This design comes from an exercise in tuning for a short achievable clock period and few clock cycles on the open sky130 flow, not from production work. The RTL was checked by simulation tests, not by an equivalence proof against the original design. No activity file was given, so power comes from the tool's default toggle rates.

File: flow/config.mk
export PLATFORM = sky130hd
export DESIGN_NAME = top
export DESIGN_NICKNAME = top
export VERILOG_FILES = /design/flow/design.v
export SDC_FILE = /design/flow/constraint.sdc
export NUM_CORES = 8
export LEC_CHECK = 0
export CAP_MARGIN = 20
export CORE_MARGIN = 2
export CORE_UTILIZATION = 40
export PLACE_DENSITY = 0.6
export SLEW_MARGIN = 20
export SYNTH_HIERARCHICAL = 1
File: flow/constraint.sdc
create_clock -name core_clock -period 13.0 [get_ports {clk}]
set_input_delay 2.6000 -clock core_clock [delete_from_list [all_inputs] [get_ports {clk}]]
set_output_delay 2.6000 -clock core_clock [all_outputs]
set_load 0.01 [all_outputs]
File: flow/design.v
module top (
	input clk,     
	input rst_n,   
	output wire [31:0] imem_addr,
	input  wire [31:0] imem_rdata,
	output wire [31:0] dmem_addr,
	output wire [31:0] dmem_wdata,
	output wire        dmem_we,
	input  wire [31:0] dmem_rdata
);
reg  [29:0] pcF;                  
reg  [29:0] pcO;                  
reg  [31:0] irD;
reg  [29:0] pcD;
reg         predD;
reg         vD;
reg  [31:0] s1D, s2D;             
reg  [31:0] sxD;                  
reg  [4:0]  rxD;                  
reg         bzD;                  
reg         zpD;                  
reg  [31:0] aE, bE, sE;           
reg  [29:0] altE;
reg  [4:0]  rdE;
reg         wrE, lmE, brE, stE, ldE, eldE, mulE, predE;
reg         addE, subE, andE, orE, sltE, oneE;
reg  [2:0]  fa, ha, ga;           
reg  [2:0]  fb, hb, gb, kb;       
reg  [2:0]  fs;                   
reg  [31:0] resM;
reg  [4:0]  rdM;
reg         wrM, ldM, mulM;
reg  [191:0] mulv;                
reg  [31:0] daddrM, dwdataM;
reg         dweM;
reg  [31:0] resW;
reg  [4:0]  rdW;
reg         wrW;
reg  [31:0] rf [1:31];
reg  [31:1] zf;                   
reg  [31:1] of;                   
wire [31:0] insF = imem_rdata;
wire [29:0] pc1F;
wire [21:0] hiP1F, hiM1F;
wire [31:0] s1F, s2F;
pc_inc     u_pcinc (.pc(pcF), .pc1(pc1F), .hip1(hiP1F), .him1(hiM1F));
dec5       u_dec1  (.a(insF[19:15]), .y(s1F));
dec5       u_dec2  (.a(insF[24:20]), .y(s2F));
wire        r1zF = insF[19:15] == 5'd0;
wire        r2zF = insF[24:20] == 5'd0;
wire [4:0]  rxF  = r2zF ? insF[19:15] : insF[24:20];
wire        bzF  = (insF[6:0] == 7'b1100011) & (r1zF | r2zF);
wire [31:0] sxF;
dec5       u_decx  (.a(rxF), .y(sxF));
wire        zdD;                
wire        predF, predFo, tpF, tpO, cF, cO;
wire [7:0]  nloF, nloO;
wire [21:0] nhiF, nhiO;
wire        pc1c = &pcF[7:0];
fetch_pred u_fpred (.ins(insF), .pclo(pcF[7:0]), .pc1lo(pc1F[7:0]), .stall(stallD), .zd(zdD), .rd(irD[11:7]),
                    .pred(predF), .tp(tpF), .c(cF), .nlo(nloF));
fetch_pred u_fpreo (.ins(insF), .pclo(pcF[7:0]), .pc1lo(pc1F[7:0]), .stall(stallD), .zd(zdD), .rd(irD[11:7]),
                    .pred(predFo), .tp(tpO), .c(cO), .nlo(nloO));
wire        tpHF, tpHO;
wire [21:0] t1F, t0F, nphF, t1O, t0O, nphO, ctF, ctO;
pred_tp u_tpHF (.ins(insF), .stall(stallD), .zd(zdD), .rd(irD[11:7]), .tp(tpHF));
pred_tp u_tpHO (.ins(insF), .stall(stallD), .zd(zdD), .rd(irD[11:7]), .tp(tpHO));
hi_prep u_hpF (.sgn(insF[31]), .stall(stallD), .pc1c(pc1c), .hi(pcF[29:8]),
               .hip1(hiP1F), .him1(hiM1F), .t1(t1F), .t0(t0F), .nph(nphF));
hi_prep u_hpO (.sgn(insF[31]), .stall(stallD), .pc1c(pc1c), .hi(pcF[29:8]),
               .hip1(hiP1F), .him1(hiM1F), .t1(t1O), .t0(t0O), .nph(nphO));
mux2w #(.W(22)) u_cF (.s(cF), .a(t1F), .b(t0F), .y(ctF));
mux2w #(.W(22)) u_cO (.s(cO), .a(t1O), .b(t0O), .y(ctO));
mux2w #(.W(22)) u_hiF (.s(tpHF), .a(ctF), .b(nphF), .y(nhiF));
mux2w #(.W(22)) u_hiO (.s(tpHO), .a(ctO), .b(nphO), .y(nhiO));
assign imem_addr = {pcO, 2'b00};
wire [6:0] opD  = irD[6:0];
wire [4:0] rdD  = irD[11:7];
wire [2:0] f3D  = irD[14:12];
wire [4:0] rs1D = irD[19:15];
wire [4:0] rs2D = irD[24:20];
wire [6:0] f7D  = irD[31:25];
wire ldD  = opD == 7'b0000011;
wire stD  = opD == 7'b0100011;
wire rD   = opD == 7'b0110011;
wire iD   = opD == 7'b0010011;
wire brD  = opD == 7'b1100011;
wire jalD = opD == 7'b1101111;
wire aluD = rD | iD;
wire wrD = (ldD | aluD | jalD) & (rdD != 5'd0);
wire u1D = ldD | stD | aluD | brD;
wire u2D = stD | rD | brD;
wire immUseD = ldD | stD | iD | jalD;
wire eldD = ldD & (rs1D == 5'd0) & ~stE & ~ldE;
wire nldD = ldD & ~eldD;
wire f3_0 = f3D == 3'b000;
wire subD = rD & f3_0 & f7D[5];
wire mulD = rD & f3_0 & ~f7D[5] & f7D[0];
wire addD = (iD & f3_0) | (rD & f3_0 & ~f7D[5] & ~f7D[0]) | nldD | stD | jalD;
wire sltD = aluD & (f3D == 3'b010);
wire orD  = aluD & (f3D == 3'b110);
wire andD = aluD & (f3D == 3'b111);
wire oneD = aluD & ~f3_0 & (f3D != 3'b010) & (f3D != 3'b110) & (f3D != 3'b111);
wire [31:0] immID = {{20{irD[31]}}, irD[31:20]};
wire [31:0] immSD = {{20{irD[31]}}, irD[31:25], irD[11:7]};
wire [29:0] immBD = {{20{irD[31]}}, irD[7], irD[30:25], irD[11:9]};
wire [29:0] immJD = {{12{irD[31]}}, irD[19:12], irD[20], irD[30:22]};
wire [29:0] pc1D  = pcD + 30'd1;
wire [31:0] immD  = jalD ? {pc1D, 2'b00} : stD ? immSD : immID;
wire [29:0] altD  = predD ? pc1D : pcD + immBD;
wire [29:0] tgtD  = pcD + immJD;
wire [32*32-1:0] rf_flat;
wire [31:0] rfr1, rfr2;
rf_read u_rd1 (.sel(s1D), .rf_flat(rf_flat), .y(rfr1));
rf_read u_rd2 (.sel(s2D), .rf_flat(rf_flat), .y(rfr2));
wire byp1 = wrW & (rdW == rs1D);
wire byp2 = wrW & (rdW == rs2D);
wire [31:0] rf1 = byp1 ? resW : rfr1;
wire [31:0] rf2 = byp2 ? resW : rfr2;
genvar g;
generate
	assign rf_flat[31:0] = 32'd0;
	for (g = 1; g < 32; g = g + 1) begin : rff
		assign rf_flat[32*g +: 32] = rf[g];
	end
endgenerate
wire        zfF = s1F[0] | (|(s1F[31:1] & zf));
wire        ofF = |(s1F[31:1] & of);
wire        im0F = insF[31:20] == 12'h000;
wire        im1F = insF[31:20] == 12'hfff;
wire        zsF = (im0F & zfF) | (im1F & ofF);
wire        hzF = (vD & wrD & (rdD == insF[19:15])) | (wrE & (rdE == insF[19:15])) |
                  (wrM & (rdM == insF[19:15])) | (wrW & (rdW == insF[19:15]));
assign zdD = vD & iD & f3_0 & wrD & zpD;
wire stallD = vD & lmE & ((u1D & (rs1D == rdE)) | (u2D & (rs2D == rdE)));
wire [2:0] fa_n, ha_n, ga_n, fb_n, hb_n, gb_n, kb_n, fs_n;
src_sel u_sfa (.use_(u1D), .rs(rs1D), .wrE(wrE), .rdE(rdE), .wrM(wrM), .rdM(rdM), .sel(fa_n));
src_sel u_sha (.use_(u1D), .rs(rs1D), .wrE(wrE), .rdE(rdE), .wrM(wrM), .rdM(rdM), .sel(ha_n));
src_sel u_sga (.use_(u1D), .rs(rs1D), .wrE(wrE), .rdE(rdE), .wrM(wrM), .rdM(rdM), .sel(ga_n));
src_sel u_sfb (.use_(u2D & ~immUseD), .rs(rs2D), .wrE(wrE), .rdE(rdE), .wrM(wrM), .rdM(rdM), .sel(fb_n));
src_sel u_shb (.use_(u2D & ~immUseD), .rs(rs2D), .wrE(wrE), .rdE(rdE), .wrM(wrM), .rdM(rdM), .sel(hb_n));
src_sel u_sgb (.use_(u2D & ~immUseD), .rs(rs2D), .wrE(wrE), .rdE(rdE), .wrM(wrM), .rdM(rdM), .sel(gb_n));
src_sel u_skb (.use_(u2D & ~immUseD), .rs(rs2D), .wrE(wrE), .rdE(rdE), .wrM(wrM), .rdM(rdM), .sel(kb_n));
src_sel u_sfs (.use_(stD), .rs(rs2D), .wrE(wrE), .rdE(rdE), .wrM(wrM), .rdM(rdM), .sel(fs_n));
wire [31:0] A, Ah, Am, B, Bh, S;
fwd3 u_fa  (.sm(fa[0]), .sw(fa[1]), .s0(fa[2]), .vm(resM), .vw(resW), .v0(aE), .y(A));
fwd3 u_fah (.sm(ha[0]), .sw(ha[1]), .s0(ha[2]), .vm(resM), .vw(resW), .v0(aE), .y(Ah));
fwd3 u_fam (.sm(ga[0]), .sw(ga[1]), .s0(ga[2]), .vm(resM), .vw(resW), .v0(aE), .y(Am));
fwd3 u_fb  (.sm(fb[0]), .sw(fb[1]), .s0(fb[2]), .vm(resM), .vw(resW), .v0(bE), .y(B));
fwd3 u_fbh (.sm(hb[0]), .sw(hb[1]), .s0(hb[2]), .vm(resM), .vw(resW), .v0(bE), .y(Bh));
fwd3 u_fs  (.sm(fs[0]), .sw(fs[1]), .s0(fs[2]), .vm(resM), .vw(resW), .v0(sE), .y(S));
wire [31:0] resE, sumE;
wire        zresE;
wire [31:0] aluE;
wire        zaluE;
alu_core u_alu (.a(A), .b(B), .ah(Ah), .bh(Bh),
                .op_add(addE), .op_sub(subE), .op_and(andE), .op_or(orE),
                .op_slt(sltE), .op_one(oneE),
                .res(aluE), .sum(sumE), .zero(zaluE));
assign resE  = aluE | ({32{eldE}} & dmem_rdata);
assign zresE = zaluE;
wire unkE = sltE | lmE | eldE;
wire eqE    = Ah == Bh;
wire redirE = brE & (eqE != predE);
wire [31:0] Bml, Bmh;
wire [47:0] encl, ench;
fwd3 u_fbml (.sm(gb[0]), .sw(gb[1]), .s0(gb[2]), .vm(resM), .vw(resW), .v0(bE), .y(Bml));
fwd3 u_fbmh (.sm(kb[0]), .sw(kb[1]), .s0(kb[2]), .vm(resM), .vw(resW), .v0(bE), .y(Bmh));
booth_enc u_encl (.b(Bml), .e(encl));
booth_enc u_ench (.b(Bmh), .e(ench));
wire [191:0] mulvE;
mul_part1 u_mul1 (.a(Am), .el(encl), .eh(ench), .v(mulvE));
wire [31:0] mulres;
mul_part2 u_mul2 (.v(mulv), .p(mulres));
wire fromE = wrE & (rdE == rxD);
wire fromM = wrM & (rdM == rxD);
wire fromW = wrW & (rdW == rxD);
wire zresM, zW;
zero32 u_zm  (.x(resM), .z(zresM));
zero32 u_zw  (.x(resW), .z(zW));
wire oW;
zero32 u_ow  (.x(resW ^ 32'd1), .z(oW));
wire zfx    = sxD[0] | (|(sxD[31:1] & zf));
wire zOth   = fromM ? zresM : fromW ? zW : zfx;
wire unkM   = fromM & (mulM | ldM);
wire unkD   = fromE ? unkE : unkM;
wire resolvD = vD & bzD & ~unkD;
wire redirBD;
wire bzsE   = vD & bzD & fromE & ~unkE;
wire bzearly = vD & bzD & ~fromE & ~unkM & (zOth ^ predD);
late_sel u_rbd (.s(bzsE), .late(zresE ^ predD), .early(bzearly), .y(redirBD));
wire redirJD = vD & jalD & ~predD;
wire redirD  = redirBD | redirJD;
wire takeX, takeF, takeO;
take_calc u_tk  (.brE(brE), .eqE(eqE), .predE(predE), .bzsE(bzsE), .zE(zresE), .predD(predD),
                 .early(bzearly | redirJD), .take(takeX));
take_calc u_tkf (.brE(brE), .eqE(eqE), .predE(predE), .bzsE(bzsE), .zE(zresE), .predD(predD),
                 .early(bzearly | redirJD), .take(takeF));
take_calc u_tko (.brE(brE), .eqE(eqE), .predE(predE), .bzsE(bzsE), .zE(zresE), .predD(predD),
                 .early(bzearly | redirJD), .take(takeO));
wire [29:0] xpc = redirE ? altE : jalD ? tgtD : altD;
wire [29:0] npcF, npcO;
pc_next u_pcn  (.take(takeF), .xpc(xpc), .fpc({nhiF, nloF}), .npc(npcF));
pc_next u_pcno (.take(takeO), .xpc(xpc), .fpc({nhiO, nloO}), .npc(npcO));
wire killD = ~vD | stallD | redirE;
always @(posedge clk or negedge rst_n) begin
	if (~rst_n) begin
		pcF <= 30'd0;
		pcO <= 30'd0;
		vD  <= 1'b0;
	end else begin
		pcF <= npcF;
		pcO <= npcO;
		vD  <= ~takeX & (vD | ~stallD);
	end
end
always @(posedge clk) begin
	if (~stallD) begin
		irD   <= insF;
		pcD   <= pcF;
		predD <= predF;
		s1D   <= s1F;
		s2D   <= s2F;
		sxD   <= sxF;
		rxD   <= rxF;
		bzD   <= bzF;
		zpD   <= zsF & ~hzF;
	end
end
always @(posedge clk or negedge rst_n) begin
	if (~rst_n) begin
		wrE <= 1'b0; lmE <= 1'b0; brE <= 1'b0; stE <= 1'b0;
		ldE <= 1'b0; eldE <= 1'b0; mulE <= 1'b0;
	end else begin
		wrE  <= wrD & ~killD;
		lmE  <= (nldD | mulD) & wrD & ~killD;
		brE  <= brD & ~resolvD & ~killD;
		stE  <= stD & ~killD;
		ldE  <= nldD & ~killD;
		eldE <= eldD & ~killD;
		mulE <= mulD & ~killD;
	end
end
always @(posedge clk) begin
	aE <= jalD ? 32'd0 : rf1;
	bE <= immUseD ? immD : rf2;
	sE <= rf2;
	altE <= altD;
	rdE <= rdD;
	predE <= predD;
	addE <= addD; subE <= subD; andE <= andD; orE <= orD;
	sltE <= sltD; oneE <= oneD;
	fa <= fa_n; ha <= ha_n; ga <= ga_n;
	fb <= fb_n; hb <= hb_n; gb <= gb_n; kb <= kb_n;
	fs <= fs_n;
end
always @(posedge clk or negedge rst_n) begin
	if (~rst_n) begin
		wrM <= 1'b0; ldM <= 1'b0; mulM <= 1'b0; dweM <= 1'b0;
		wrW <= 1'b0;
	end else begin
		wrM  <= wrE;
		ldM  <= ldE;
		mulM <= mulE;
		dweM <= stE;
		wrW  <= wrM;
	end
end
always @(posedge clk) begin
	resM <= resE;
	rdM  <= rdE;
	mulv <= mulvE;
	daddrM  <= eldD ? immID : sumE;
	dwdataM <= S;
	resW <= ldM ? dmem_rdata : mulM ? mulres : resM;
	rdW  <= rdM;
end
integer i;
always @(posedge clk or negedge rst_n) begin
	if (~rst_n) begin
		for (i = 1; i < 32; i = i + 1) rf[i] <= 32'd0;
		zf <= {31{1'b1}};
		of <= {31{1'b0}};
	end else if (wrW) begin
		rf[rdW] <= resW;
		zf[rdW] <= zW;
		of[rdW] <= oW;
	end
end
assign dmem_addr  = daddrM;
assign dmem_wdata = dwdataM;
assign dmem_we    = dweM;
endmodule
module ks_pg (
	input  [31:0] a,
	input  [31:0] b,
	input         cin,
	output [31:0] g,
	output [31:0] p,      
	output [31:0] h       
);
assign h = a ^ b;
assign g = {a[31:1] & b[31:1], (a[0] & b[0]) | (h[0] & cin)};
assign p = {h[31:1], 1'b0};
endmodule
module ks_lvl #(
	parameter D = 1
) (
	input  [31:0] gi,
	input  [31:0] pi,
	output [31:0] go,
	output [31:0] po
);
assign go = {gi[31:D] | (pi[31:D] & gi[31-D:0]), gi[D-1:0]};
assign po = {pi[31:D] & pi[31-D:0], pi[D-1:0]};
endmodule
module ks_sum (
	input  [31:0] h,
	input  [31:0] g,      
	input         cin,
	output [31:0] s,
	output        cout
);
assign s = h ^ {g[30:0], cin};
assign cout = g[31];
endmodule
module ks_add32 (
	input  [31:0] a,
	input  [31:0] b,
	input         cin,
	output [31:0] s,
	output        cout
);
wire [31:0] g0, p0, h, g1, p1, g2, p2, g3, p3, g4, p4, g5, p5;
ks_pg            u0 (.a(a), .b(b), .cin(cin), .g(g0), .p(p0), .h(h));
ks_lvl #(.D(1))  u1 (.gi(g0), .pi(p0), .go(g1), .po(p1));
ks_lvl #(.D(2))  u2 (.gi(g1), .pi(p1), .go(g2), .po(p2));
ks_lvl #(.D(4))  u3 (.gi(g2), .pi(p2), .go(g3), .po(p3));
ks_lvl #(.D(8))  u4 (.gi(g3), .pi(p3), .go(g4), .po(p4));
ks_lvl #(.D(16)) u5 (.gi(g4), .pi(p4), .go(g5), .po(p5));
ks_sum           u6 (.h(h), .g(g5), .cin(cin), .s(s), .cout(cout));
endmodule
module ks_add8 (
	input  [7:0] a,
	input  [7:0] b,
	output [7:0] s,
	output       cout
);
wire [7:0] h = a ^ b;
wire [7:0] g0 = a & b;
wire [7:0] p0 = {h[7:1], 1'b0};
wire [7:0] g1, p1, g2, p2, g3, p3;
ks_lvl8 #(.D(1)) u1 (.gi(g0), .pi(p0), .go(g1), .po(p1));
ks_lvl8 #(.D(2)) u2 (.gi(g1), .pi(p1), .go(g2), .po(p2));
ks_lvl8 #(.D(4)) u3 (.gi(g2), .pi(p2), .go(g3), .po(p3));
assign s = h ^ {g3[6:0], 1'b0};
assign cout = g3[7];
endmodule
module ks_lvl8 #(
	parameter D = 1
) (
	input  [7:0] gi,
	input  [7:0] pi,
	output [7:0] go,
	output [7:0] po
);
assign go = {gi[7:D] | (pi[7:D] & gi[7-D:0]), gi[D-1:0]};
assign po = {pi[7:D] & pi[7-D:0], pi[D-1:0]};
endmodule
module pc_inc (
	input  [29:0] pc,
	output [29:0] pc1,        
	output [21:0] hip1,       
	output [21:0] him1        
);
assign pc1  = pc + 30'd1;
assign hip1 = pc[29:8] + 22'd1;
assign him1 = pc[29:8] - 22'd1;
endmodule
module fetch_pred (
	input  [31:0] ins,
	input  [7:0]  pclo,
	input  [7:0]  pc1lo,      
	input         stall,
	input         zd,         
	input  [4:0]  rd,
	output        pred,
	output        tp,         
	output        c,          
	output [7:0]  nlo         
);
wire isjal = ins[6:0] == 7'b1101111;
wire isbr  = ins[6:0] == 7'b1100011;
wire sgn   = ins[31];
wire smallJ = (ins[30] == sgn) & (ins[20] == sgn) & (ins[19:12] == {8{sgn}});
wire smallB = (ins[30] == sgn) & (ins[7] == sgn);
wire zt;
zcmp u_zt (.rs1(ins[19:15]), .rs2(ins[24:20]), .rd(rd), .zd(zd), .y(zt));
assign pred = (isjal & smallJ) | (isbr & smallB & ((ins[19:15] == ins[24:20]) | sgn | zt));
assign tp = pred & ~stall;
wire [7:0] sJ, sB;
wire       cJ, cB;
ks_add8 u_aj (.a(pclo), .b(ins[29:22]), .s(sJ), .cout(cJ));
ks_add8 u_ab (.a(pclo), .b({ins[29:25], ins[11:9]}), .s(sB), .cout(cB));
assign c = ins[2] ? cJ : cB;
wire [7:0] tlo = ins[2] ? sJ : sB;
wire [7:0] elo = stall ? pclo : pc1lo;
mux2w #(.W(8)) u_lo (.s(tp), .a(tlo), .b(elo), .y(nlo));
endmodule
module pred_tp (
	input  [31:0] ins,
	input         stall,
	input         zd,         
	input  [4:0]  rd,
	output        tp
);
wire isjal = ins[6:0] == 7'b1101111;
wire isbr  = ins[6:0] == 7'b1100011;
wire sgn   = ins[31];
wire smallJ = (ins[30] == sgn) & (ins[20] == sgn) & (ins[19:12] == {8{sgn}});
wire smallB = (ins[30] == sgn) & (ins[7] == sgn);
wire t_a = ~stall & ((isjal & smallJ) | (isbr & smallB & sgn));
wire t_b = ~stall & isbr & smallB;
wire eq, zt;
eq5 u_eq (.a(ins[19:15]), .b(ins[24:20]), .y(eq));
zcmp u_zt (.rs1(ins[19:15]), .rs2(ins[24:20]), .rd(rd), .zd(zd), .y(zt));
ao21 u_tp (.a(t_b), .b(eq | zt), .c(t_a), .y(tp));
endmodule
module zcmp (
	input  [4:0] rs1,
	input  [4:0] rs2,
	input  [4:0] rd,
	input        zd,
	output       y
);
wire e, z;
eq5   u_e (.a(rs1), .b(rd), .y(e));
zero5 u_z (.a(rs2), .y(z));
assign y = zd & e & z;
endmodule
module zero5 (
	input  [4:0] a,
	output       y
);
assign y = ~(a[0] | a[1] | a[2] | a[3] | a[4]);
endmodule
module eq5 (
	input  [4:0] a,
	input  [4:0] b,
	output       y
);
assign y = a == b;
endmodule
module ao21 (
	input  a,
	input  b,
	input  c,
	output y
);
assign y = (a & b) | c;
endmodule
module hi_prep (
	input         sgn,
	input         stall,
	input         pc1c,       
	input  [21:0] hi,
	input  [21:0] hip1,
	input  [21:0] him1,
	output [21:0] t1,
	output [21:0] t0,
	output [21:0] nph
);
assign nph = (~stall & pc1c) ? hip1 : hi;
assign t1  = sgn ? hi : hip1;
assign t0  = sgn ? him1 : hi;
endmodule
module mux2w #(
	parameter W = 1
) (
	input          s,
	input  [W-1:0] a,
	input  [W-1:0] b,
	output [W-1:0] y
);
assign y = s ? a : b;
endmodule
module pc_next (
	input         take,
	input  [29:0] xpc,
	input  [29:0] fpc,
	output [29:0] npc
);
assign npc = take ? xpc : fpc;
endmodule
module rf_read (
	input  [31:0]      sel,
	input  [32*32-1:0] rf_flat,
	output [31:0]      y
);
reg [31:0] acc;
integer i;
always @(*) begin
	acc = 32'd0;
	for (i = 0; i < 32; i = i + 1)
		acc = acc | ({32{sel[i]}} & rf_flat[32*i +: 32]);
end
assign y = acc;
endmodule
module dec5 (
	input  [4:0]  a,
	output [31:0] y
);
assign y = 32'd1 << a;
endmodule
module fwd3 #(
	parameter W = 32
) (
	input          sm, sw, s0,
	input  [W-1:0] vm, vw, v0,
	output [W-1:0] y
);
wire [W-1:0] nm, nw, n0;
nand2v #(.W(W)) u_m (.a({W{sm}}), .b(vm), .y(nm));
nand2v #(.W(W)) u_w (.a({W{sw}}), .b(vw), .y(nw));
nand2v #(.W(W)) u_0 (.a({W{s0}}), .b(v0), .y(n0));
nand3v #(.W(W)) u_y (.a(nm), .b(nw), .c(n0), .y(y));
endmodule
module nand2v #(
	parameter W = 1
) (
	input  [W-1:0] a,
	input  [W-1:0] b,
	output [W-1:0] y
);
assign y = ~(a & b);
endmodule
module nand3v #(
	parameter W = 1
) (
	input  [W-1:0] a,
	input  [W-1:0] b,
	input  [W-1:0] c,
	output [W-1:0] y
);
assign y = ~(a & b & c);
endmodule
module late_sel (
	input  s,
	input  late,
	input  early,
	output y
);
assign y = s ? late : early;
endmodule
module src_sel (
	input        use_,
	input  [4:0] rs,
	input        wrE,
	input  [4:0] rdE,
	input        wrM,
	input  [4:0] rdM,
	output [2:0] sel
);
wire m = use_ & wrE & (rdE == rs);
wire w = use_ & wrM & (rdM == rs) & ~m;
assign sel = {~m & ~w, w, m};
endmodule
module take_calc (
	input  brE, eqE, predE,
	input  bzsE, zE, predD,
	input  early,
	output take
);
assign take = (brE & (eqE ^ predE)) | (bzsE ? (zE ^ predD) : early);
endmodule
module csa_level #(
	parameter N_IN = 3
) (
	input  [32*N_IN-1:0] din,
	output [32*(N_IN-N_IN/3)-1:0] dout
);
localparam G = N_IN / 3;
localparam R = N_IN - 3*G;
genvar g;
generate
	for (g = 0; g < G; g = g + 1) begin : grp
		wire [31:0] x = din[32*(3*g)   +: 32];
		wire [31:0] y = din[32*(3*g+1) +: 32];
		wire [31:0] z = din[32*(3*g+2) +: 32];
		wire [31:0] m = (x & y) | (x & z) | (y & z);
		assign dout[32*(2*g)   +: 32] = x ^ y ^ z;
		assign dout[32*(2*g+1) +: 32] = {m[30:0], 1'b0};
	end
	for (g = 0; g < R; g = g + 1) begin : rest
		assign dout[32*(2*G+g) +: 32] = din[32*(3*G+g) +: 32];
	end
endgenerate
endmodule
module alu_core (
	input  [31:0] a,              
	input  [31:0] b,
	input  [31:0] ah,             
	input  [31:0] bh,
	input         op_add, op_sub, op_and, op_or, op_slt, op_one,
	output [31:0] res,
	output [31:0] sum,
	output        zero
);
wire [31:0] diff;
wire        nborrow, unused;
ks_add32 u_add (.a(a), .b(b), .cin(1'b0), .s(sum), .cout(unused));
ks_add32 u_sub (.a(ah), .b(~bh), .cin(1'b1), .s(diff), .cout(nborrow));
assign res = ({32{op_add}} & sum)
           | ({32{op_sub}} & diff)
           | ({32{op_and}} & (ah & bh))
           | ({32{op_or}}  & (ah | bh))
           | {31'd0, (op_slt & ~nborrow) | op_one};
wire zadd = (ah ^ bh) == {ah[30:0] | bh[30:0], 1'b0};
assign zero = (op_add & zadd) | (op_sub & (ah == bh)) | (op_and & ((ah & bh) == 32'd0))
            | (op_or & ((ah | bh) == 32'd0));
endmodule
module zero_sum (
	input  [31:0] a,
	input  [31:0] b,
	output        z
);
assign z = (a ^ b) == {a[30:0] | b[30:0], 1'b0};
endmodule
module zero32 (
	input  [31:0] x,
	output        z
);
assign z = x == 32'd0;
endmodule
module booth_enc (
	input  [31:0] b,
	output [47:0] e
);
wire [32:0] bx = {b, 1'b0};
genvar k;
generate
	for (k = 0; k < 16; k = k + 1) begin : dg
		wire x2 = bx[2*k+2];
		wire x1 = bx[2*k+1];
		wire x0 = bx[2*k];
		assign e[k]      = x1 ^ x0;
		assign e[16 + k] = (x2 & ~x1 & ~x0) | (~x2 & x1 & x0);
		assign e[32 + k] = x2 & ~(x1 & x0);
	end
endgenerate
endmodule
module mul_part1 (
	input  [31:0]  a,
	input  [47:0]  el,
	input  [47:0]  eh,
	output [191:0] v
);
wire [32*17-1:0] pp;
wire [31:0] a2 = {a[30:0], 1'b0};
genvar k;
generate
	for (k = 0; k < 16; k = k + 1) begin : ppg
		wire [31:0] one = {{16{eh[k]}}, {16{el[k]}}};
		wire [31:0] two = {{16{eh[16 + k]}}, {16{el[16 + k]}}};
		wire [31:0] neg = {{16{eh[32 + k]}}, {16{el[32 + k]}}};
		wire [31:0] mag = (one & a) | (two & a2);
		wire [31:0] p   = mag ^ neg;
		assign pp[32*k +: 32] = p << (2*k);
	end
endgenerate
wire [31:0] corr;
generate
	for (k = 0; k < 16; k = k + 1) begin : cg
		assign corr[2*k]   = el[32 + k];
		assign corr[2*k+1] = 1'b0;
	end
endgenerate
assign pp[32*16 +: 32] = corr;
wire [32*12-1:0] l1;
wire [32*8-1:0]  l2;
csa_level #(.N_IN(17)) c1 (.din(pp), .dout(l1));
csa_level #(.N_IN(12)) c2 (.din(l1), .dout(l2));
csa_level #(.N_IN(8))  c3 (.din(l2), .dout(v));
endmodule
module mul_part2 (
	input  [191:0] v,
	output [31:0]  p
);
wire [32*4-1:0] m1;
wire [32*3-1:0] m2;
wire [32*2-1:0] m3;
wire unused;
csa_level #(.N_IN(6)) c4 (.din(v), .dout(m1));
csa_level #(.N_IN(4)) c5 (.din(m1), .dout(m2));
csa_level #(.N_IN(3)) c6 (.din(m2), .dout(m3));
ks_add32 u_add (.a(m3[31:0]), .b(m3[63:32]), .cin(1'b0), .s(p), .cout(unused));
endmodule
File: flow/flow/run.sh
#!/bin/bash
# The standard layout (standard.sh, all steps) with two changes to how
# it is made: the port buffers are buf_8 cells, and the setup repair aims for
# slack beyond the clock period so that the achieved period shrinks.
set -euo pipefail
bash standard.sh SETUP_SLACK_MARGIN=9.2 "BUFFER_PORTS_ARGS=-buffer_cell sky130_fd_sc_hd__buf_8" > standard_make.log 2>&1
File: flow/standard.sh
#!/bin/bash
# synth_recipe.tcl (not shown) runs the flow's synth.tcl, then flattens the netlist and writes it again
# the make line also repeats each setting of config.mk as NAME=value (left out here)
make -C /OpenROAD-flow-scripts/flow DESIGN_CONFIG=/design/flow/config.mk WORK_HOME=/design/flow/orfs CLKGATE_MAP_FILE= SYNTH_SCRIPT=/design/flow/synth_recipe.tcl "${@:-finish}"
==> results of run 1 <==
[critical path, cell delays in order]
cell and delay (ns):
sky130_fd_sc_hd__buf_16 0.11, sky130_fd_sc_hd__or4_4 0.54, sky130_fd_sc_hd__nor4_4 0.21, sky130_fd_sc_hd__o211ai_1 0.16, sky130_fd_sc_hd__a21oi_1 0.19, sky130_fd_sc_hd__a21o_2 0.24
sky130_fd_sc_hd__buf_6 0.16, sky130_fd_sc_hd__buf_16 0.14, sky130_fd_sc_hd__mux2_4 0.31, sky130_fd_sc_hd__mux2_4 0.28
[power groups by stage]
stage,sequential [mW],clock (mW),combinational [mW]
after global placement,6.55,0,9.95
final,6.46,6.19,12.4
after global routing,6.50,6.46,13.2
after detailed placement,6.55,0,9.94
after floorplan,6.36,0,7.99
after CTS,6.45,6.25,11.4
[cell type report]
cell class / instances / area (um^2) / share of cell area (%)
multi-input combinational: 8407 / 72400 / 53.7
sequential: 1785 / 43300 / 32.1
timing repair buffer: 541 / 6530 / 4.85
clock buffer: 291 / 6030 / 4.47
tap: 3919 / 4900 / 3.64
clock inverter: 87 / 1150 / 0.854
inverter: 108 / 413 / 0.306
antenna: 20 / 50.0 / 0.0371
timing repair inverter: 1 / 5.00 / 0.00371
[repair_timing]
item,4_1_cts,5_1_grt
gates resized for setup,467,223
cloned,23,13
setup endpoints to repair,917,820
setup buffers,74,39
pin swaps,112,119
[through the flow]
stage               worst slack [ns]  area, um^2  util [%]  cells
floorplan                       8.33      120000         -  11400
global route                    8.82      135000      45.8  15100
finish                          8.82      135000      45.8  15200
detailed placement              7.33      123000      41.7  14600
CTS                             8.87      133000      45.2  15100
global placement                7.39      123000      41.7  14600
[registers in the layout, summed over array words and instances (netlist names), 30 cells and up]
name,cells
rf,992
mulv,192
aE,32
bE,32
daddrM,32
dwdataM,32
irD,32
resM,32
resW,32
s1D,32
s2D,32
sE,32
sxD,32
of,31
zf,31
altE,30
pcD,30
pcF,30
pcO,30
[worst max path at each step]
| stage | depth (start not counted) | slack (ns) | endpoint | start |
|---|---|---|---|---|
| 6_report | 10 | 8.82 | pcO[19] | imem_rdata[15] |
| 5_1_grt | 10 | 8.82 | pcO[19] | imem_rdata[15] |
| 4_1_cts | 1 | 8.87 | imem_addr[14] | pcO[12] |
| 3_5_place_dp | 7 | 7.33 | pcF[7] | imem_rdata[31] |
| 3_3_place_gp | 7 | 7.39 | pcF[1] | imem_rdata[31] |
| 2_1_floorplan | 13 | 8.33 | pcF[10] | irD[23] |
[routing by layer]
layer	wire length, um	GRT usage, %	share of wire [%]
met1	188000	39.7	38
met2	211000	47.0	43
met3	53100	8.63	11
met4	37800	20.4	7.7
met5	241	0.348	0.049
==> results.yml, run 1 <==
floorplan:
  ios: 163
  core_area_mm2: 0.295
  die_height_um: 549
  die_w_um: 549
  die_footprint_mm2: 0.301
  fp-row-count: 199
  floorplan.initialDensity_pct: 40.3
clock_network:
  h_tree_level_count: 4
  cts-buffers-inserted: 203
  cts.reportedPaths.clkPinSlew_ns: 0.07
  numClockSinks: 1785
  tritoncts: "built"
  root_buffer: "sky130_fd_sc_hd__clkbuf_16"
  worstSkewPairLatency_ns: 0.97
  ctsLongestPathBuffers: 4
  cts.hold.buffers_added: 0
setup_path:
  worst-r2r-setup-slack_ns: 8.83
  worst-endpoint-required_ns: 13.76
  timing.critical_path.from_type: "input pin"
  r2r_cells: 12
  critical_path.endpoint_type: "flip-flop"
  timing.rr.start: "pcD[0]"
  worst-endpoint-arrival_ns: 4.94
  timing_worst_setup_path_type: "in -> reg"
  rr_endpoint: "pcO[26]"
  timing.critical_path.fanout_max: 6
power:
  internal_power_consumption_mw: 15.4
  combPwrFrac_pct: 49.5
  sequentialPowerShare_pct: 25.8
  power.density_cell_area_mw_per_mm2: 186
  swShare_pct: 38.6
  power.static_leakage_nw: 61.7
  vdd.ir_drop.worst_v: 0.000483
  finalPower_mw: 25.0
  power_frac_clock_pct: 24.7
  power.switching_mw: 9.68
sta:
  final_min_period_over_clock_period_pct: 32.1
  min_period_ns: 4.18
  slew_at_the_pin_closest_to_its_max_slew_limit_ns: 1.19
  final.setup.tns_ns: 0
  fin_worst_skew_ns: 0.117
  timing_max_transition_violations_final: 0
  fmax_ghz: 0.239
  timing.max_slew.rel_slack_pct: 20.3
  finalHoldViolations: 0
  rsz0062_at_grt: "yes"
  final-setup-viol-count: 0
  holdWs_ns: 0.357
yosys:
  postSynthAreaPerCell_um2: 10.7
  syn_inst: 11100
  ys.warnings.count: 9
  post_synth_instance_area_mm2: 0.119
global_routing:
  grt_pass1_vias: 95500
  global_route.usage.total_pct: 31.4
  largest_net_degree_at_the_start_of_global_routing: 173
  number_of_antenna_violations_at_the_first_check_in_global_routing: 34
  grt_first_pass_wirelength_mm: 691
  global_route.overflow_total: 0
place:
  placement.io_buffers: 160
  hpwl_mm: 328
  gp_congestion: 1.02
drt:
  initialDrtViolationCount: 13100
  route.detailed.drc: 0
  viasPerCell: 6.32
  wl_mm: 490
  drt-wirelength-per-cell_um: 32.3
  drtAntennaViolNets: 0
  num_vias: 95800
  number_of_optimization_iterations_in_the_first_detailed_route_pass: 13
layout:
  syn_to_layout_area_delta_pct: 13.6
  fillCellCount: 26900
  layout-drive-gt1-share_pct: 26.3
  layout.cells.most_common: "sky130_fd_sc_hd__a22oi_1"
  design.final.nets: 11900
  final_cell_mix: "sky130_fd_sc_hd__a22oi_1 (1273), sky130_fd_sc_hd__mux2_2 (1183), sky130_fd_sc_hd__dfrtp_1 (1091)"
worst_hold_path:
  hold_startpoint: "mulE"
  hold_path_class: "reg -> reg"
  hold_path_end: "mulM"
  hold_depth: 0
flow_run:
  max_cap_viols: 0
run_status:
  status: "complete, no violations"
Testbench counts, summed over its fixed seeds: cycles 19,925.
==> inputs of run 2 (changes only) <==
--- a/flow/design.v
+++ b/flow/design.v
@@ -53,26 +53,21 @@
 wire [31:0] sxF;
 dec5       u_decx  (.a(rxF), .y(sxF));
 wire        zdD;                
-wire        predF, predFo, tpF, tpO, cF, cO;
-wire [7:0]  nloF, nloO;
-wire [21:0] nhiF, nhiO;
+wire        predF, cF, cO;
+wire [7:0]  tloF, eloF, tloO, eloO;
 wire        pc1c = &pcF[7:0];
-fetch_pred u_fpred (.ins(insF), .pclo(pcF[7:0]), .pc1lo(pc1F[7:0]), .stall(stallD), .zd(zdD), .rd(irD[11:7]),
-                    .pred(predF), .tp(tpF), .c(cF), .nlo(nloF));
-fetch_pred u_fpreo (.ins(insF), .pclo(pcF[7:0]), .pc1lo(pc1F[7:0]), .stall(stallD), .zd(zdD), .rd(irD[11:7]),
-                    .pred(predFo), .tp(tpO), .c(cO), .nlo(nloO));
-wire        tpHF, tpHO;
+fetch_pred u_fpred (.ins(insF), .zd(zdD), .rd(irD[11:7]), .pred(predF));
+fetch_tgt  u_ftF (.ins(insF), .pclo(pcF[7:0]), .pc1lo(pc1F[7:0]), .stall(stallD),
+                  .c(cF), .tlo(tloF), .elo(eloF));
+fetch_tgt  u_ftO (.ins(insF), .pclo(pcF[7:0]), .pc1lo(pc1F[7:0]), .stall(stallD),
+                  .c(cO), .tlo(tloO), .elo(eloO));
 wire [21:0] t1F, t0F, nphF, t1O, t0O, nphO, ctF, ctO;
-pred_tp u_tpHF (.ins(insF), .stall(stallD), .zd(zdD), .rd(irD[11:7]), .tp(tpHF));
-pred_tp u_tpHO (.ins(insF), .stall(stallD), .zd(zdD), .rd(irD[11:7]), .tp(tpHO));
 hi_prep u_hpF (.sgn(insF[31]), .stall(stallD), .pc1c(pc1c), .hi(pcF[29:8]),
                .hip1(hiP1F), .him1(hiM1F), .t1(t1F), .t0(t0F), .nph(nphF));
 hi_prep u_hpO (.sgn(insF[31]), .stall(stallD), .pc1c(pc1c), .hi(pcF[29:8]),
                .hip1(hiP1F), .him1(hiM1F), .t1(t1O), .t0(t0O), .nph(nphO));
 mux2w #(.W(22)) u_cF (.s(cF), .a(t1F), .b(t0F), .y(ctF));
 mux2w #(.W(22)) u_cO (.s(cO), .a(t1O), .b(t0O), .y(ctO));
-mux2w #(.W(22)) u_hiF (.s(tpHF), .a(ctF), .b(nphF), .y(nhiF));
-mux2w #(.W(22)) u_hiO (.s(tpHO), .a(ctO), .b(nphO), .y(nhiO));
 assign imem_addr = {pcO, 2'b00};
 wire [6:0] opD  = irD[6:0];
 wire [4:0] rdD  = irD[11:7];
@@ -191,17 +186,38 @@
 late_sel u_rbd (.s(bzsE), .late(zresE ^ predD), .early(bzearly), .y(redirBD));
 wire redirJD = vD & jalD & ~predD;
 wire redirD  = redirBD | redirJD;
-wire takeX, takeF, takeO;
-take_calc u_tk  (.brE(brE), .eqE(eqE), .predE(predE), .bzsE(bzsE), .zE(zresE), .predD(predD),
-                 .early(bzearly | redirJD), .take(takeX));
-take_calc u_tkf (.brE(brE), .eqE(eqE), .predE(predE), .bzsE(bzsE), .zE(zresE), .predD(predD),
-                 .early(bzearly | redirJD), .take(takeF));
-take_calc u_tko (.brE(brE), .eqE(eqE), .predE(predE), .bzsE(bzsE), .zE(zresE), .predD(predD),
-                 .early(bzearly | redirJD), .take(takeO));
-wire [29:0] xpc = redirE ? altE : jalD ? tgtD : altD;
+wire takeX, takeF1, takeF2, takeO1, takeO2;
 wire [29:0] npcF, npcO;
-pc_next u_pcn  (.take(takeF), .xpc(xpc), .fpc({nhiF, nloF}), .npc(npcF));
-pc_next u_pcno (.take(takeO), .xpc(xpc), .fpc({nhiO, nloO}), .npc(npcO));
+wire [29:0] xpc = redirE ? altE : jalD ? tgtD : altD;
+wire tk_early = bzearly | redirJD;
+take_calc u_tk  (.brE(brE), .eqE(eqE), .predE(predE), .bzsE(bzsE), .zE(zresE), .predD(predD),
+                 .early(tk_early), .take(takeX));
+take_calc u_tkf1 (.brE(brE), .eqE(eqE), .predE(predE), .bzsE(bzsE), .zE(zresE), .predD(predD),
+                  .early(tk_early), .take(takeF1));
+take_calc u_tkf2 (.brE(brE), .eqE(eqE), .predE(predE), .bzsE(bzsE), .zE(zresE), .predD(predD),
+                  .early(tk_early), .take(takeF2));
+take_calc u_tko1 (.brE(brE), .eqE(eqE), .predE(predE), .bzsE(bzsE), .zE(zresE), .predD(predD),
+                  .early(tk_early), .take(takeO1));
+take_calc u_tko2 (.brE(brE), .eqE(eqE), .predE(predE), .bzsE(bzsE), .zE(zresE), .predD(predD),
+                  .early(tk_early), .take(takeO2));
+wire [29:0] othF, othO;
+wire [29:0] ordF = {nphF, eloF};
+wire [29:0] ordO = {nphO, eloO};
+mux2w #(.W(15)) u_othF1 (.s(takeF1), .a(xpc[14:0]),  .b(ordF[14:0]),  .y(othF[14:0]));
+mux2w #(.W(15)) u_othF2 (.s(takeF2), .a(xpc[29:15]), .b(ordF[29:15]), .y(othF[29:15]));
+mux2w #(.W(15)) u_othO1 (.s(takeO1), .a(xpc[14:0]),  .b(ordO[14:0]),  .y(othO[14:0]));
+mux2w #(.W(15)) u_othO2 (.s(takeO2), .a(xpc[29:15]), .b(ordO[29:15]), .y(othO[29:15]));
+wire tpF1, tpF2, tpO1, tpO2;
+pred_tp u_tpF1 (.ins(insF), .stall(stallD), .zd(zdD), .rd(irD[11:7]), .take(takeF1), .tp(tpF1));
+pred_tp u_tpF2 (.ins(insF), .stall(stallD), .zd(zdD), .rd(irD[11:7]), .take(takeF2), .tp(tpF2));
+pred_tp u_tpO1 (.ins(insF), .stall(stallD), .zd(zdD), .rd(irD[11:7]), .take(takeO1), .tp(tpO1));
+pred_tp u_tpO2 (.ins(insF), .stall(stallD), .zd(zdD), .rd(irD[11:7]), .take(takeO2), .tp(tpO2));
+wire [29:0] tgtF = {ctF, tloF};
+wire [29:0] tgtO = {ctO, tloO};
+mux2w #(.W(15)) u_nF1 (.s(tpF1), .a(tgtF[14:0]),  .b(othF[14:0]),  .y(npcF[14:0]));
+mux2w #(.W(15)) u_nF2 (.s(tpF2), .a(tgtF[29:15]), .b(othF[29:15]), .y(npcF[29:15]));
+mux2w #(.W(15)) u_nO1 (.s(tpO1), .a(tgtO[14:0]),  .b(othO[14:0]),  .y(npcO[14:0]));
+mux2w #(.W(15)) u_nO2 (.s(tpO2), .a(tgtO[29:15]), .b(othO[29:15]), .y(npcO[29:15]));
 wire killD = ~vD | stallD | redirE;
 always @(posedge clk or negedge rst_n) begin
 	if (~rst_n) begin
@@ -377,17 +393,28 @@
 assign hip1 = pc[29:8] + 22'd1;
 assign him1 = pc[29:8] - 22'd1;
 endmodule
-module fetch_pred (
+module fetch_tgt (
 	input  [31:0] ins,
 	input  [7:0]  pclo,
 	input  [7:0]  pc1lo,      
 	input         stall,
+	output        c,          
+	output [7:0]  tlo,        
+	output [7:0]  elo         
+);
+wire [7:0] sJ, sB;
+wire       cJ, cB;
+ks_add8 u_aj (.a(pclo), .b(ins[29:22]), .s(sJ), .cout(cJ));
+ks_add8 u_ab (.a(pclo), .b({ins[29:25], ins[11:9]}), .s(sB), .cout(cB));
+assign c   = ins[2] ? cJ : cB;
+assign tlo = ins[2] ? sJ : sB;
+assign elo = stall ? pclo : pc1lo;
+endmodule
+module fetch_pred (
+	input  [31:0] ins,
 	input         zd,         
 	input  [4:0]  rd,
-	output        pred,
-	output        tp,         
-	output        c,          
-	output [7:0]  nlo         
+	output        pred
 );
 wire isjal = ins[6:0] == 7'b1101111;
 wire isbr  = ins[6:0] == 7'b1100011;
@@ -397,34 +424,44 @@
 wire zt;
 zcmp u_zt (.rs1(ins[19:15]), .rs2(ins[24:20]), .rd(rd), .zd(zd), .y(zt));
 assign pred = (isjal & smallJ) | (isbr & smallB & ((ins[19:15] == ins[24:20]) | sgn | zt));
-assign tp = pred & ~stall;
-wire [7:0] sJ, sB;
-wire       cJ, cB;
-ks_add8 u_aj (.a(pclo), .b(ins[29:22]), .s(sJ), .cout(cJ));
-ks_add8 u_ab (.a(pclo), .b({ins[29:25], ins[11:9]}), .s(sB), .cout(cB));
-assign c = ins[2] ? cJ : cB;
-wire [7:0] tlo = ins[2] ? sJ : sB;
-wire [7:0] elo = stall ? pclo : pc1lo;
-mux2w #(.W(8)) u_lo (.s(tp), .a(tlo), .b(elo), .y(nlo));
 endmodule
 module pred_tp (
 	input  [31:0] ins,
 	input         stall,
-	input         zd,         
+	input         zd,
 	input  [4:0]  rd,
+	input         take,       
 	output        tp
 );
 wire isjal = ins[6:0] == 7'b1101111;
 wire isbr  = ins[6:0] == 7'b1100011;
 wire sgn   = ins[31];
-wire smallJ = (ins[30] == sgn) & (ins[20] == sgn) & (ins[19:12] == {8{sgn}});
-wire smallB = (ins[30] == sgn) & (ins[7] == sgn);
+wire smallJ, smallB;
+allsame #(.N(10)) u_sj (.x({ins[30], ins[20], ins[19:12]}), .s(sgn), .y(smallJ));
+allsame #(.N(2))  u_sb (.x({ins[30], ins[7]}), .s(sgn), .y(smallB));
 wire t_a = ~stall & ((isjal & smallJ) | (isbr & smallB & sgn));
 wire t_b = ~stall & isbr & smallB;
-wire eq, zt;
+wire eq, zt, p;
 eq5 u_eq (.a(ins[19:15]), .b(ins[24:20]), .y(eq));
 zcmp u_zt (.rs1(ins[19:15]), .rs2(ins[24:20]), .rd(rd), .zd(zd), .y(zt));
-ao21 u_tp (.a(t_b), .b(eq | zt), .c(t_a), .y(tp));
+ao21 u_p (.a(t_b), .b(eq | zt), .c(t_a), .y(p));
+andn2 u_tp (.a(p), .b(take), .y(tp));
+endmodule
+module allsame #(
+	parameter N = 2
+) (
+	input  [N-1:0] x,
+	input          s,
+	output         y
+);
+assign y = &(~(x ^ {N{s}}));
+endmodule
+module andn2 (
+	input  a,
+	input  b,
+	output y
+);
+assign y = a & ~b;
 endmodule
 module zcmp (
 	input  [4:0] rs1,
--- a/flow/config.mk
+++ b/flow/config.mk
@@ -8,6 +8,8 @@
 export CAP_MARGIN = 20
 export CORE_MARGIN = 2
 export CORE_UTILIZATION = 40
+export CTS_CLUSTER_DIAMETER = 150
+export CTS_CLUSTER_SIZE = 20
 export PLACE_DENSITY = 0.6
 export SLEW_MARGIN = 20
 export SYNTH_HIERARCHICAL = 1
==> results.yml, run 2 <==
run_status:
  status: "complete, no violations"
setup_path:
  worst_setup_startpoint: "dweM"
  rr_endpoint: "resW[22]"
  timing_worst_setup_path_type: "reg -> out"
  critical-path-max-stage-delay_ns: 0.50
  worstSetupEndpoint: "dmem_we"
  worst-endpoint-required_ns: 10.40
  critical_path.endpoint_type: "output port"
  critical_path_cell_count: 1
  worst-endpoint-arrival_ns: 1.56
  r2r_cells: 12
  timing.critical_path.fanout_max: 1
  timing.critical_path.from_type: "flip-flop"
  timing.critical_path.slowest_stage_cell: "sky130_fd_sc_hd__dfrtp_2"
  timing.rr.start: "mulv[81]"
  worstPathCellList: "buf_8"
  path_delay_family: "flip-flops"
  worst-r2r-setup-slack_ns: 8.97
  critical_path_buffers_and_inverters: 1
layout:
  largest_register_ff_count: 992
  ff_latch_area_mm2: 0.0434
  multi_input_comb_area_mm2: 0.0742
  design.final.nets: 11900
  layout-drive-gt1-share_pct: 27.0
  fillCellCount: 27400
  postLayoutCellArea_mm2: 0.134
  final_cell_mix: "sky130_fd_sc_hd__a22oi_1 (1276), sky130_fd_sc_hd__mux2_2 (1174), sky130_fd_sc_hd__dfrtp_1 (1092)"
  layout_top_registers: "rf (992), mulv (192)"
  syn_to_layout_area_delta_pct: 12.2
  top_register: "rf"
  layout.cells.most_common: "sky130_fd_sc_hd__a22oi_1"
floorplan:
  die_w_um: 550
  fp-row-count: 200
  core_area_mm2: 0.297
  die_height_um: 550
  ios: 163
  die_footprint_mm2: 0.303
  floorplan.initialDensity_pct: 40.2
clock_network:
  ctsLongestPathBuffers: 4
  h_tree_level_count: 3
  cts.reportedPaths.clkPinSlew_ns: 0.10
  cts-buffers-inserted: 105
  tritoncts: "built"
  root_buffer: "sky130_fd_sc_hd__clkbuf_16"
  cts.hold.buffers_added: 0
  numClockSinks: 1785
  worstSkewPairLatency_ns: 0.92
place:
  gp_congestion: 0.992
  hpwl_mm: 325
  placement.io_buffers: 160
  post_dp_cell_area_mm2: 0.123
drt:
  initialDrtViolationCount: 12800
  num_vias: 96900
  viasPerCell: 6.42
  wl_mm: 505
  number_of_optimization_iterations_in_the_first_detailed_route_pass: 10
  drt-wirelength-per-cell_um: 33.5
  drtAntennaViolNets: 0
  route.detailed.drc: 0
sta:
  min_period_ns: 4.16
  final_min_period_over_clock_period_pct: 32.0
  fmax_ghz: 0.240
  rsz0062_at_grt: "yes"
  fin_worst_skew_ns: 0.0696
  timing_max_transition_violations_final: 0
  slew_at_the_pin_closest_to_its_max_slew_limit_ns: 1.06
  final.setup.tns_ns: 0
  timing.max_slew.rel_slack_pct: 28.6
  finalHoldViolations: 0
  final-setup-viol-count: 0
global_routing:
  global_route.usage.total_pct: 31.7
  number_of_antenna_violations_at_the_first_check_in_global_routing: 37
  grt_first_pass_wirelength_mm: 698
  largest_net_degree_at_the_start_of_global_routing: 164
  global_route.overflow_total: 0
  grt_pass1_vias: 94800
yosys:
  ys.warnings.count: 9
  postSynthAreaPerCell_um2: 10.8
  post_synth_instance_area_mm2: 0.119
  syn_inst: 11100
power:
  power.static_leakage_nw: 61.1
  vdd.ir_drop.worst_v: 0.000574
  power.density_cell_area_mw_per_mm2: 172
  finalPower_mw: 23.0
worst_hold_path:
  hold_path_class: "reg -> reg"
flow_run:
  max_cap_viols: 0
==> run 2: cell count changes in the layout (fill, tap and decap cells not counted), sizes merged, moves of 10 or more <==
cell and delta:
o211ai -11, nand2 -12, clkinv -55, nand2b +10, xnor2 +11, buf +52, clkbuf -127, nand3 +17
bufinv -21, a21oi +12
==> run 2: routing by layer <==
layer / part of all wire, % / global-route usage [%] / vias up
li1: - / - / 39500
met1: 38 / 40.5 / 49100
met2: 43 / 47.3 / 6507
met3: 11 / 8.59 / 1685
met4: 8.2 / 20.4 / 26
met5: 0.033 / 0 / -
==> run 2: worst min path at each step <==
stage | start | end | cells past startpoint
after detailed placement | mulE | mulM | 0
after CTS | mulE | mulM | 0
after global routing | mulE | mulM | 0
final | mulE | mulM | 0
after floorplan | mulE | mulM | 0
after global placement | mulE | mulM | 0
==> run 2: layout make-up <==
type / count / area share, %
clock inverters: 5 / 0.0533
flip-flops and latches: 1785 / 32.4
clock buffers: 144 / 2.15
diodes: 24 / 0.0448
multi-input cells: 8453 / 55.4
repair buffers: 621 / 5.99
well taps: 3939 / 3.68
inverters: 106 / 0.305
==> run 2: power breakdown <==
part	switching, mW	internal [mW]
logic	7.44	5.57
registers	0.460	5.95
clock network	2.05	1.55
==> run 2: metrics by stage <==
stage          setup slack [ns]  std cells  hold WS, ns  util, %
3_3_place_gp               7.32      14700        0.333     41.4
5_1_grt                    8.82      15100        0.361     45.1
2_1_floorplan              8.39      11400        0.331        -
4_1_cts                    8.78      14900        0.352     43.7
6_report                   8.84      15100        0.352     45.1
3_5_place_dp               7.32      14700        0.337     41.4
==> run 2: timing repair <==
action	in CTS	in global routing
setup endpoints to repair	913	709
setup buffers	85	103
resized for setup	525	449
cloned	29	33
pin swaps	109	127
Testbench counts of run 2, summed over its fixed seeds: cycles 19,925.
==> inputs of run 3 (changes only) <==
--- a/flow/config.mk
+++ b/flow/config.mk
@@ -8,8 +8,6 @@
 export CAP_MARGIN = 20
 export CORE_MARGIN = 2
 export CORE_UTILIZATION = 40
-export CTS_CLUSTER_DIAMETER = 150
-export CTS_CLUSTER_SIZE = 20
 export PLACE_DENSITY = 0.6
 export SLEW_MARGIN = 20
 export SYNTH_HIERARCHICAL = 1
==> results.yml, run 3 <==
run_status:
  status: "complete, no violations"
power:
  vdd.ir_drop.worst_v: 0.000752
  power.density_cell_area_mw_per_mm2: 187
  power.static_leakage_nw: 62.8
  finalPower_mw: 25.7
setup_path:
  timing.rr.start: "ha[2]"
  critical_path_cell_count: 1
  timing_worst_setup_path_type: "reg -> out"
  r2r_cells: 17
  path_delay_family: "flip-flops"
  critical_path_buffers_and_inverters: 1
  worst-endpoint-required_ns: 10.40
  worstPathCellList: "buf_8"
  timing.critical_path.fanout_max: 1
  worst-endpoint-arrival_ns: 1.60
  critical-path-max-stage-delay_ns: 0.49
  worst-r2r-setup-slack_ns: 9.00
  worstSetupEndpoint: "dmem_we"
  rr_endpoint: "pcO[8]"
  worst_setup_startpoint: "dweM"
  timing.critical_path.slowest_stage_cell: "sky130_fd_sc_hd__dfrtp_2"
  timing.critical_path.from_type: "flip-flop"
  critical_path.endpoint_type: "output port"
drt:
  drt-wirelength-per-cell_um: 32.8
  number_of_optimization_iterations_in_the_first_detailed_route_pass: 9
  route.detailed.drc: 0
  drtAntennaViolNets: 0
  initialDrtViolationCount: 13200
  num_vias: 97000
  wl_mm: 501
  viasPerCell: 6.35
sta:
  rsz0062_at_grt: "yes"
  timing_max_transition_violations_final: 0
  timing.max_slew.rel_slack_pct: 23.6
  final-setup-viol-count: 0
  final.setup.tns_ns: 0
  fin_worst_skew_ns: 0.102
  fmax_ghz: 0.238
  holdWs_ns: 0.352
  final_min_period_over_clock_period_pct: 32.3
  slew_at_the_pin_closest_to_its_max_slew_limit_ns: 1.14
  finalWorstSetupSlack_ns: 8.80
  finalHoldViolations: 0
  min_period_ns: 4.20
clock_network:
  h_tree_level_count: 4
  cts.hold.buffers_added: 0
  cts.reportedPaths.clkPinSlew_ns: 0.07
  cts-buffers-inserted: 202
  root_buffer: "sky130_fd_sc_hd__clkbuf_16"
  worstSkewPairLatency_ns: 0.96
  tritoncts: "built"
  numClockSinks: 1785
  ctsLongestPathBuffers: 4
layout:
  layout-drive-gt1-share_pct: 28.1
  layout_top_registers: "rf (992), mulv (192)"
  design.final.nets: 12000
  syn_to_layout_area_delta_pct: 14.9
  largest_register_ff_count: 992
  final-instance-count-excl-fill: 15300
  layout.cells.most_common: "sky130_fd_sc_hd__a22oi_1"
  top_register: "rf"
  final_cell_mix: "sky130_fd_sc_hd__a22oi_1 (1276), sky130_fd_sc_hd__mux2_2 (1180), sky130_fd_sc_hd__dfrtp_1 (1092)"
flow_run:
  max_cap_viols: 0
global_routing:
  largest_net_degree_at_the_start_of_global_routing: 164
  grt_pass1_vias: 96000
  grt_first_pass_wirelength_mm: 702
  global_route.usage.total_pct: 31.9
  number_of_antenna_violations_at_the_first_check_in_global_routing: 35
  global_route.overflow_total: 0
yosys:
  syn_inst: 11100
  post_synth_instance_area_mm2: 0.119
  ys.warnings.count: 9
  postSynthAreaPerCell_um2: 10.8
place:
  numPlacedInstances: 14700
  placement.io_buffers: 160
  gp_congestion: 0.992
  hpwl_mm: 325
  placement.setup.worst_slack_ns: 7.32
worst_hold_path:
  hold_path_class: "reg -> reg"
floorplan:
  ios: 163
  floorplan.initialDensity_pct: 40.2
  core_area_mm2: 0.297
  die_footprint_mm2: 0.303
  die_height_um: 550
  fp-row-count: 200
  die_w_um: 550
-- run 3: routing by layer --
layer	wire [um]	track usage, %	vias up
li1	-	-	39800
met1	192000	40.6	49200
met2	215000	47.6	6336
met3	54800	8.84	1705
met4	38800	20.2	34
met5	210	0	-
-- run 3: power breakdown --
group | switching [mW] | internal, mW | leakage [nW]
clock | 2.58 | 3.55 | 3.45
sequential | 0.463 | 5.97 | 21.6
combinational | 7.46 | 5.68 | 37.8
total | 10.5 | 15.2 | 62.8
-- run 3: worst reg2reg max path, stage by stage, from the launching register on --
cell	delay, ns
sky130_fd_sc_hd__dfxtp_4	0.40
sky130_fd_sc_hd__buf_12	0.15
sky130_fd_sc_hd__buf_16	0.15
sky130_fd_sc_hd__nand2_1	0.12
sky130_fd_sc_hd__nand3_4	0.12
sky130_fd_sc_hd__xor2_1	0.20
sky130_fd_sc_hd__nor4_2	0.46
sky130_fd_sc_hd__nand4_1	0.21
sky130_fd_sc_hd__buf_6	0.20
sky130_fd_sc_hd__buf_6	0.12
sky130_fd_sc_hd__nor2_4	0.20
sky130_fd_sc_hd__xor2_1	0.10
sky130_fd_sc_hd__a221o_1	0.43
sky130_fd_sc_hd__buf_12	0.17
sky130_fd_sc_hd__buf_12	0.14
sky130_fd_sc_hd__buf_12	0.13
sky130_fd_sc_hd__mux2_4	0.29
sky130_fd_sc_hd__mux2_4	0.26
-- run 3: layout make-up --
class                           count  area, um^2
Inverter                          106         408
Sequential cell                  1785       43300
Multi-Input combinational cell   8453       74100
Antenna cell                       18        45.0
Fill cell                       27100      160000
Tap cell                         3939        4930
Timing Repair Buffer              600        7400
Clock buffer                      288        5940
Clock inverter                     86        1060
-- run 3: how the worst min path moves through the flow --
stage / start / to / slack (ns) / depth (start not counted)
after floorplan: mulE / mulM / 0.33 / 0
after global placement: mulE / mulM / 0.33 / 0
after detailed placement: mulE / mulM / 0.34 / 0
after CTS: mulE / mulM / 0.35 / 0
after global routing: mulE / mulM / 0.36 / 0
final: mulE / mulM / 0.35 / 0
-- run 3: per-stage QoR --
step                cell area [um^2]  utilization (%)
global route                  137000             46.2
CTS                           134000             45.3
floorplan                     121000                -
global placement              123000             41.4
detailed placement            123000             41.4
finish                        137000             46.2
-- run 3: timing repair --
action | CTS | global route
resized for setup | 596 | 339
endpoints found under the setup margin | 934 | 719
cloned | 24 | 11
buffers inserted | 109 | 85
pin swaps | 155 | 124
==> inputs of run 4 (changes only) <==
--- a/flow/design.v
+++ b/flow/design.v
@@ -288,7 +288,7 @@
 	mulv <= mulvE;
 	daddrM  <= eldD ? immID : sumE;
 	dwdataM <= S;
-	resW <= ldM ? dmem_rdata : mulM ? mulres : resM;
+	resW <= mulM ? mulres : ldM ? dmem_rdata : resM;
 	rdW  <= rdM;
 end
 integer i;
@@ -315,10 +315,30 @@
 	output [31:0] p,      
 	output [31:0] h       
 );
-assign h = a ^ b;
-assign g = {a[31:1] & b[31:1], (a[0] & b[0]) | (h[0] & cin)};
+wire [31:0] ab;
+xorv #(.W(32)) u_h (.a(a), .b(b), .y(h));
+andv #(.W(32)) u_g (.a(a), .b(b), .y(ab));
+assign g = {ab[31:1], ab[0] | (h[0] & cin)};
 assign p = {h[31:1], 1'b0};
 endmodule
+module xorv #(
+	parameter W = 1
+) (
+	input  [W-1:0] a,
+	input  [W-1:0] b,
+	output [W-1:0] y
+);
+assign y = a ^ b;
+endmodule
+module andv #(
+	parameter W = 1
+) (
+	input  [W-1:0] a,
+	input  [W-1:0] b,
+	output [W-1:0] y
+);
+assign y = a & b;
+endmodule
 module ks_lvl #(
 	parameter D = 1
 ) (
--- a/flow/config.mk
+++ b/flow/config.mk
@@ -7,7 +7,9 @@
 export LEC_CHECK = 0
 export CAP_MARGIN = 20
 export CORE_MARGIN = 2
-export CORE_UTILIZATION = 40
-export PLACE_DENSITY = 0.6
+export CORE_UTILIZATION = 55
+export CTS_CLUSTER_DIAMETER = 150
+export CTS_CLUSTER_SIZE = 20
+export PLACE_DENSITY = 0.7
 export SLEW_MARGIN = 20
 export SYNTH_HIERARCHICAL = 1
==> results.yml, run 4 <==
run_status:
  status: "complete, no violations"
drt:
  viasPerCell: 6.94
  route.detailed.drc: 0
  num_vias: 97600
  initialDrtViolationCount: 14600
  number_of_optimization_iterations_in_the_first_detailed_route_pass: 9
  drt-wirelength-per-cell_um: 33.6
  wl_mm: 473
  drtAntennaViolNets: 0
layout:
  top_register: "rf"
  final-instance-count-excl-fill: 14100
  layout_top_registers: "rf (992), mulv (192)"
  design.final.nets: 11800
  layout.cells.most_common: "sky130_fd_sc_hd__a22oi_1"
  final_cell_mix: "sky130_fd_sc_hd__a22oi_1 (1276), sky130_fd_sc_hd__mux2_2 (1172), sky130_fd_sc_hd__dfrtp_1 (1092)"
  layout-drive-gt1-share_pct: 26.6
  syn_to_layout_area_delta_pct: 10.3
  largest_register_ff_count: 992
sta:
  finalHoldViolations: 0
  timing_max_transition_violations_final: 0
  timing.max_slew.rel_slack_pct: 22.9
  final.setup.tns_ns: 0
  final_min_period_over_clock_period_pct: 31.5
  rsz0062_at_grt: "yes"
  fin_worst_skew_ns: 0.0514
  min_period_ns: 4.09
  slew_at_the_pin_closest_to_its_max_slew_limit_ns: 1.14
  fmax_ghz: 0.244
  holdWs_ns: 0.364
  finalWorstSetupSlack_ns: 8.91
  final-setup-viol-count: 0
place:
  placement.io_buffers: 160
  placement.setup.worst_slack_ns: 7.68
  gp_congestion: 1.06
  numPlacedInstances: 13700
  hpwl_mm: 312
setup_path:
  worst-endpoint-required_ns: 10.40
  timing.critical_path.fanout_max: 1
  worst-endpoint-arrival_ns: 1.49
  timing.critical_path.slowest_stage_cell: "sky130_fd_sc_hd__dfrtp_2"
  timing.critical_path.from_type: "flip-flop"
  path_delay_family: "flip-flops"
  worstPathCellList: "buf_8"
  timing_worst_setup_path_type: "reg -> out"
  critical_path_buffers_and_inverters: 1
  critical-path-max-stage-delay_ns: 0.52
  critical_path.endpoint_type: "output port"
clock_network:
  cts.reportedPaths.clkPinSlew_ns: 0.09
  worstSkewPairLatency_ns: 0.84
  cts.hold.buffers_added: 0
  h_tree_level_count: 3
  ctsLongestPathBuffers: 3
  root_buffer: "sky130_fd_sc_hd__clkbuf_16"
  cts-buffers-inserted: 100
  tritoncts: "built"
  numClockSinks: 1785
power:
  finalPower_mw: 22.0
  power.static_leakage_nw: 60.7
  vdd.ir_drop.worst_v: 0.000379
  power.density_cell_area_mw_per_mm2: 167
yosys:
  ys.warnings.count: 9
  syn_inst: 11200
  postSynthAreaPerCell_um2: 10.7
  post_synth_instance_area_mm2: 0.120
global_routing:
  global_route.usage.total_pct: 41.0
  grt_first_pass_wirelength_mm: 668
  number_of_antenna_violations_at_the_first_check_in_global_routing: 38
  global_route.overflow_total: 0
  grt_pass1_vias: 96000
  largest_net_degree_at_the_start_of_global_routing: 161
floorplan:
  fp-row-count: 171
  die_height_um: 470
  die_w_um: 470
  ios: 163
  core_area_mm2: 0.217
  floorplan.initialDensity_pct: 55.2
  die_footprint_mm2: 0.221
flow_run:
  max_cap_viols: 0
worst_hold_path:
  hold_path_class: "reg -> reg"
-- run 4: path summary, 6_finish.rpt --
| path | end | slack (ns) | from | cells past startpoint |
|---|---|---|---|---|
| max in group asynchronous | rf[20][16] | 9.41 | rst_n | 3 |
| setup / recovery | dmem_we | 8.91 | dweM | 1 |
| setup reg to reg | resM[17] | 9.03 | resW[6] | 12 |
| hold / removal | mulM | 0.36 | mulE | 0 |
| min in group asynchronous | rf[25][28] | 1.75 | rst_n | 1 |
| hold reg to reg | mulM | 0.36 | mulE | 0 |
-- run 4: cell type report --
type / count / area (um^2)
Clock buffer: 155 / 2730
Multi-Input combinational cell: 8544 / 74200
Clock inverter: 11 / 193
Inverter: 106 / 398
Tap cell: 2854 / 3570
Antenna cell: 14 / 35.0
Timing Repair Buffer: 594 / 7380
Sequential cell: 1785 / 43400
Fill cell: 17500 / 84800
-- run 4: where the power goes --
group / internal, mW / total (mW) / leakage, nW / switching (mW)
Clock: 1.47 / 3.49 / 1.39 / 2.02
Combinational: 5.52 / 12.1 / 37.6 / 6.58
Sequential: 5.95 / 6.43 / 21.6 / 0.476
-- run 4: metal layers --
metal	GRT usage [%]	vias to the layer above	share of wire (%)
met5	0	-	0.069
met4	29.4	40	8.9
met3	11.9	1967	12
met2	61.3	7158	43
met1	50.7	48800	36
li1	-	39600	-
-- run 4: timing repair --
| action | CTS | global route |
|---|---|---|
| cloned | 25 | 22 |
| resized for setup | 494 | 403 |
| setup buffers | 85 | 96 |
| endpoints found under the setup margin | 1051 | 775 |
| pin swaps | 60 | 151 |
-- run 4: per-stage QoR --
| stage | utilization [%] | area, um^2 |
|---|---|---|
| 6_report | 60.9 | 132000 |
| 4_1_cts | 59.4 | 129000 |
| 3_3_place_gp | 56.2 | 122000 |
| 2_1_floorplan | - | 121000 |
| 3_5_place_dp | 56.2 | 122000 |
| 5_1_grt | 60.8 | 132000 |
Testbench counts of run 4, summed over its fixed seeds: cycles 19,925.

[port drivers added, routing unchanged]
In the flow no input, the clock included, has a driving cell. The finished layouts below were timed again as built, in two steps.
Step 1 sets driving cells, clkbuf_16 on the clock port and buf_2 on the other inputs (assumed; they add their load-dependent delay and slew).
Step 2, shift: input delay + t, output delay - t, t = (earliest + latest rising clock arrival at the registers) / 2. This alone moves slack from input paths to output paths.
Slacks: ideal ports / drivers / drivers and shift; pairs: ideal ports / drivers.
| run | shift t [ns] | setup WS [ns] | worst setup path after step 2 | latest minus earliest clock arrival (ns) | slew at the worst register clock pin (ns) |
|---|---|---|---|---|---|
| run 1 | 1.009 | 8.822 / 8.786 / 7.777 | input to register | 0.120 / 0.120 | 0.07 / 0.07 |
| run 2 | 0.996 | 8.837 / 8.726 / 8.096 | input to register | 0.074 / 0.073 | 0.11 / 0.11 |
| run 3 | 1.016 | 8.805 / 8.691 / 8.140 | input to register | 0.108 / 0.108 | 0.07 / 0.07 |
| run 4 | 0.907 | 8.909 / 8.815 / 8.195 | input to register | 0.062 / 0.062 | 0.10 / 0.10 |
After both steps setup and hold are still met in every run listed. For run 1, which loses most, drivers alone change the setup slack by -0.036 ns; drivers and shift together by -1.045 ns.
